Background: an optimization exercise with open tools, aiming at small area, a short achievable clock period and few clock cycles. Do not read the settings as production practice. In this exercise RTL edits were held to simulation tests only and were not proved equivalent to the original.

==> flow/design.v, too long to show whole: its modules and the start of the top module <==
// module fxp_add: 7 lines
// module fxp_mult: 14 lines
// module mac_3x3: 34 lines
// module conv3x3: 7312 lines
module conv3x3 #(
    parameter total_bits = 16,
    parameter frac_bits  = 8,
    parameter max_rows   = 8,
    parameter max_cols   = 8
)(
    input clk,
    input rst,
    input  [3:0] rows,
    input  [3:0] cols,
    input  [max_rows*max_cols*total_bits-1 : 0] matrix_data,
    input  signed [total_bits-1:0] K00, K01, K02,
    input  signed [total_bits-1:0] K10, K11, K12,
    input  signed [total_bits-1:0] K20, K21, K22,
    output reg [(max_rows-2)*(max_cols-2)*total_bits-1 : 0] filtered_matrix,
    output reg done
);
  // ...
==> flow/flow/run.sh <==
#!/bin/bash
# The standard layout (standard.sh: ORFS from synthesis to finish) with two
# changes to how the layout is optimised:
#  - the port buffers that global placement adds are buf_1 cells rather than
#    the default pick (clkdlybuf4s50_1); every port still gets its own buffer;
set -euo pipefail
export BUFFER_PORTS_ARGS="-buffer_cell sky130_fd_sc_hd__buf_1"
export SETUP_SLACK_MARGIN=9.5
bash standard.sh > standard.log 2>&1
==> flow/standard.sh <==
#!/bin/bash
# synth_recipe.tcl (not shown) runs the flow's synth.tcl, then flattens the netlist and writes it again
# the make line also repeats each setting of config.mk as NAME=value (left out here)
make -C /OpenROAD-flow-scripts/flow DESIGN_CONFIG=/design/flow/config.mk WORK_HOME=/design/flow/orfs CLKGATE_MAP_FILE= SYNTH_SCRIPT=/design/flow/synth_recipe.tcl "${@:-finish}"
==> flow/config.mk <==
export PLATFORM = sky130hd
export DESIGN_NAME = conv3x3
export DESIGN_NICKNAME = conv3x3
export VERILOG_FILES = /design/flow/design.v
export SDC_FILE = /design/flow/constraint.sdc
export NUM_CORES = 4
export LEC_CHECK = 0
export ABC_AREA = 1
export CAP_MARGIN = 35
export CORE_MARGIN = 2
export CORE_UTILIZATION = 40
export SLEW_MARGIN = 35
==> flow/constraint.sdc <==
create_clock -name core_clock -period 14.0 [get_ports {clk}]
set_input_delay 2.8000 -clock core_clock [delete_from_list [all_inputs] [get_ports {clk}]]
set_output_delay 2.8000 -clock core_clock [all_outputs]
set_load 0.01 [all_outputs]
==> flow_metrics.py, run 1 <==
metrics = {
    "yosys": {
        "synth_xor_xnor_area_share_pct": 10.4,
        "synth_warnings": 12,
        "library_cell_with_the_highest_instance_count_after_synthesis": "sky130_fd_sc_hd__inv_1",
        "netlist-cell-type-count": 63,
        "synth.avg_cell_area_sq_um": 8.84,
        "ys_async_sr_fraction_pct": 0.629,
        "synth_top_cells_by_count": "sky130_fd_sc_hd__inv_1, sky130_fd_sc_hd__o22ai_1, sky130_fd_sc_hd__nand2_1",
        "synth.cell_area_sq_um": 92400,
        "synth_top_area_share_pct": 19.1,
        "synth.yosys.seq_area_share_pct": 30.4,
        "synth_top_family_by_area": "adder cells",
        "synth-adder-area-share_pct": 20.6,
        "synth-seq-cells": 1113,
        "synth_compound_area_share_pct": 18.3,
        "synth_edf_count": 582,
        "syn-instance-count": 10500,
        "postSynthNetCount": 12600,
        "synth.largest_area_cell": "sky130_fd_sc_hd__fa_1",
        "netlist_top_cells_area": "sky130_fd_sc_hd__fa_1, sky130_fd_sc_hd__edfxtp_1, sky130_fd_sc_hd__dfxtp_1",
        "synth_flop_cell": "sky130_fd_sc_hd__edfxtp_1",
    },
    "clock_tree": {
        "ctsRootBufferMaster": "sky130_fd_sc_hd__clkbuf_16",
        "cts.hold.buffers_added": 0,
        "cts_setup_buffers": 344,
        "cts_max_path_buffers": 3,
        "postCtsResizedCells": 787,
        "tritoncts_buffers": 120,
        "htree_num_levels": 3,
        "clock_sink_count": 1113,
    },
    "place": {
        "place_inst": 14800,
        "detailed_place_hpwl_um": 662000,
        "post_dp_cell_area_sq_um": 102000,
        "detailedPlace.worstSlack_ps": 6760,
        "globalplace.congestion": 1.31,
        "count_of_input_and_output_buffers": 1754,
    },
    "die": {
        "ioPinCount": 1755,
        "die_height_um": 485,
        "floorplan.initialDensity_pct": 40.2,
        "row_count": 176,
        "fp.dieW_um": 485,
    },
    "outcome": {
        "stop_error": "[ERROR GRT-0116] Global routing finished with congestion. Check the congestion regions in the DRC Viewer.",
        "run_status": "stopped before the end",
        "flow.stopped_at": "5_1_grt",
    },
    "global_route": {
        "largest_net_degree_at_the_start_of_global_routing": 68,
    },
}
Testbench counts, summed over its fixed seeds: cycles 3,626.
==> inputs of run 2 (changes only) <==
--- a/flow/flow/run.sh
+++ b/flow/flow/run.sh
@@ -5,5 +5,5 @@
 #    the default pick (clkdlybuf4s50_1); every port still gets its own buffer;
 set -euo pipefail
 export BUFFER_PORTS_ARGS="-buffer_cell sky130_fd_sc_hd__buf_1"
-export SETUP_SLACK_MARGIN=9.5
+export SETUP_SLACK_MARGIN=8.8
 bash standard.sh > standard.log 2>&1
--- a/flow/config.mk
+++ b/flow/config.mk
@@ -8,5 +8,5 @@
 export ABC_AREA = 1
 export CAP_MARGIN = 35
 export CORE_MARGIN = 2
-export CORE_UTILIZATION = 40
+export CORE_UTILIZATION = 35
 export SLEW_MARGIN = 35
==> run 2 against run 1 <==
  * Now clean on timing, DRC and antenna
  * Area after synthesis did not move
  * Synthesized cell count did not move
==> flow_metrics.py, run 2 <==
metrics = {
    "die": {
        "die_area_sq_um": 268000,
        "row_count": 188,
        "die_height_um": 518,
        "floorplan.initialDensity_pct": 35.2,
        "ioPinCount": 1755,
        "fp.dieW_um": 518,
        "core_area_sq_um": 263000,
    },
    "clock_tree": {
        "clk_latency_ps": 890,
        "ctsRootBufferMaster": "sky130_fd_sc_hd__clkbuf_16",
        "clk_pin_slew_worst_paths_ps": 60,
        "clock_sink_count": 1113,
        "cts_tree": "built",
        "htree_num_levels": 4,
        "cts_max_path_buffers": 3,
        "tritoncts_buffers": 136,
        "cts.hold.buffers_added": 0,
    },
    "timing": {
        "worst-slew-pin-transition_ps": 1130,
        "achievable-frequency_ghz": 0.181,
        "layout_min_cycle_time_ps": 5530,
        "fin_hold_ws_ps": 406,
        "max-slew-margin-rel_pct": 24.8,
        "hold_violations": 0,
        "final_number_of_max_transition_violations": 0,
        "report.final.setup_viol": 0,
        "finalSetupTns_ps": 0,
        "finalClockSkew_ps": 80.4,
        "post-route-period-util_pct": 39.5,
        "rsz0062_at_grt": "true",
    },
    "global_route": {
        "number_of_global_route_vias_before_repair": 89500,
        "grt_antenna_before_repair": 263,
        "largest_net_degree_at_the_start_of_global_routing": 118,
        "grt_use_total_pct": 52.6,
        "grt_first_pass_wirelength_um": 924000,
        "grt_overflow_total": 0,
    },
    "place": {
        "globalplace.congestion": 1.14,
        "detailed_place_hpwl_um": 612000,
        "count_of_input_and_output_buffers": 1754,
    },
    "yosys": {
        "synth_top_area_share_pct": 19.1,
        "netlist_top_cells_area": "sky130_fd_sc_hd__fa_1, sky130_fd_sc_hd__edfxtp_1, sky130_fd_sc_hd__dfxtp_1",
        "synth_top_cells_by_count": "sky130_fd_sc_hd__inv_1, sky130_fd_sc_hd__o22ai_1, sky130_fd_sc_hd__nand2_1",
        "netlist-cell-type-count": 63,
        "synth-seq-cells": 1113,
        "synth_warnings": 12,
        "library_cell_with_the_highest_instance_count_after_synthesis": "sky130_fd_sc_hd__inv_1",
        "postSynthNetCount": 12600,
        "synth_edf_count": 582,
        "synth_flop_cell": "sky130_fd_sc_hd__edfxtp_1",
        "synth.yosys.seq_area_share_pct": 30.4,
        "syn-instance-count": 10500,
        "synth.cell_area_sq_um": 92400,
        "synth.avg_cell_area_sq_um": 8.84,
        "ys_async_sr_fraction_pct": 0.629,
        "synth.largest_area_cell": "sky130_fd_sc_hd__fa_1",
    },
    "routing": {
        "route.detailed.drc": 0,
        "detailroute.via_count": 98100,
        "vias_per_cell": 6.21,
        "routed_wl_um": 736000,
        "detail_route.first_pass.iterations": 9,
        "route.detailed.wl_per_inst_um": 46.6,
        "antenna_violating_nets_post_route": 0,
        "drt_iter0_markers": 15800,
    },
    "job": {
        "timing.max_cap.violations": 0,
    },
    "cells_and_area": {
        "multiInputGateArea_sq_um": 55300,
        "drive_gt1_share_pct": 6.63,
        "synthToLayoutAreaGrowth_pct": 17.7,
        "top_register": "filtered_matrix",
        "utilization_pct": 41.4,
        "layout.cells.most_common": "sky130_fd_sc_hd__buf_1",
        "n_fill_cell": 27200,
        "nets": 14100,
        "largest_register_ffs": 576,
        "layout_top_registers": "filtered_matrix x576, MA x144",
        "layout.cells.most_common_list": "sky130_fd_sc_hd__buf_1, sky130_fd_sc_hd__inv_1, sky130_fd_sc_hd__o22ai_1",
        "area.sequential_sq_um": 28200,
    },
    "min_path": {
        "holdCritPathClass": "reg2reg",
    },
    "worst_setup_path": {
        "end_kind": "flop",
        "critPathKind": "reg2reg",
        "timing.critical_path.from_type": "flop",
        "worstPathRequired_ps": 14760,
        "timing.critical_path.fanout_max": 2,
        "crit_path_dat_ps": 6290,
    },
    "outcome": {
        "run_status": "finished clean",
    },
}
-- run 2: cell counts after synthesis --
Identical to the previous run, type by type.
-- run 2: metal layers --
| layer | global-route usage (%) | part of all wire [%] |
|---|---|---|
| met1 | 59.6 | 34 |
| met2 | 72.6 | 40 |
| met3 | 20.8 | 13 |
| met4 | 55.3 | 13 |
| met5 | 0.0356 | 0.13 |
-- run 2: through the flow --
stage,cells,setup slack [ps],cell area (sq um)
floorplan,10500,9000,92400
global placement,15200,7410,102000
detailed placement,15200,7380,102000
CTS,15500,8620,107000
global route,15600,8570,108000
finish,15800,8470,109000
-- run 2: cell families (layout without fill, tap and decap cells) --
kind of cell,after synthesis,count (layout),share of synthesized area [%]
simple gates,1993,1998,8.72
other cells,0,257,0
flops,1113,1113,30.4
fa+ha+maj,993,993,20.6
mux,81,81,0.987
compound gates,2668,2668,18.3
xor+xnor,1097,1097,10.4
buf+inv,2505,4068,10.6
-- run 2: repair_timing --
item / in CTS / in global routing
buffers inserted: 18 / 55
pin swaps: 3 / 4
cloned: 2 / 4
resized for setup: 59 / 74
setup endpoints to repair: 212 / 374
-- run 2: worst paths after layout --
kind / from / to / slack, ps / depth (start not counted)
setup / recovery: WA5[5] / MA[138] / 8470 / 19
hold / removal: last2 / done / 410 / 1
setup reg to reg: WA5[5] / MA[138] / 8470 / 19
hold reg to reg: last2 / done / 410 / 1
max in group asynchronous: rst / cnt[0] / 10670 / 3
min in group asynchronous: rst / done / 2750 / 3
-- run 2: cell type report --
type                            instances  share of cell area [%]
Timing Repair Buffer                 1970                    7.79
Tap cell                             3515                    4.04
Inverter                             1850                    6.55
Sequential cell                      1113                    25.9
Clock buffer                          166                    3.33
Multi-Input combinational cell       6837                    50.8
Antenna cell                          257                   0.591
Clock inverter                         82                    1.01
-- run 2: critical path, stage by stage (launching register included) --
cell and delay [ps]:
sky130_fd_sc_hd__dfxtp_1 790, sky130_fd_sc_hd__clkinvlp_4 180, sky130_fd_sc_hd__buf_4 200, sky130_fd_sc_hd__o22ai_1 190, sky130_fd_sc_hd__xor2_1 120, sky130_fd_sc_hd__fa_1 520, sky130_fd_sc_hd__fa_1 620, sky130_fd_sc_hd__fa_1 480
sky130_fd_sc_hd__fa_1 510, sky130_fd_sc_hd__xnor2_1 330, sky130_fd_sc_hd__xor2_1 370, sky130_fd_sc_hd__nand3_1 140, sky130_fd_sc_hd__nand2_1 180, sky130_fd_sc_hd__inv_1 60, sky130_fd_sc_hd__nand2_1 80, sky130_fd_sc_hd__nand2_1 50
sky130_fd_sc_hd__nand2_1 50, sky130_fd_sc_hd__nand2_1 270, sky130_fd_sc_hd__nor2_1 200, sky130_fd_sc_hd__nor2_1 60

static timing again, ports no longer ideal:
The flow's constraints put no driver on any port. The routed layout listed below was extracted and timed again, unchanged, in two steps.
Step 1 (the two cells are an assumption about what drives the block):
set clk [get_ports {clk}]
set_driving_cell -lib_cell sky130_fd_sc_hd__clkbuf_16 $clk
set_driving_cell -lib_cell sky130_fd_sc_hd__buf_2 [delete_from_list [all_inputs] $clk]
Step 2 times the ports against the registers' clock, not the clock port: input delays grow and output delays shrink by t, the midpoint of the rising clock arrivals with the driver on.
a / b / c = ideal ports / drivers / drivers and shift; a / b = the first two.
run: run 2
t (ns): 0.976
setup slack, ns: 8.472 / 8.472 / 7.674
worst setup path at the end: input to register
After both steps setup and hold are still met in run 2. For run 2, drivers alone change the setup slack by 0.000 ns; drivers and shift together by -0.798 ns.
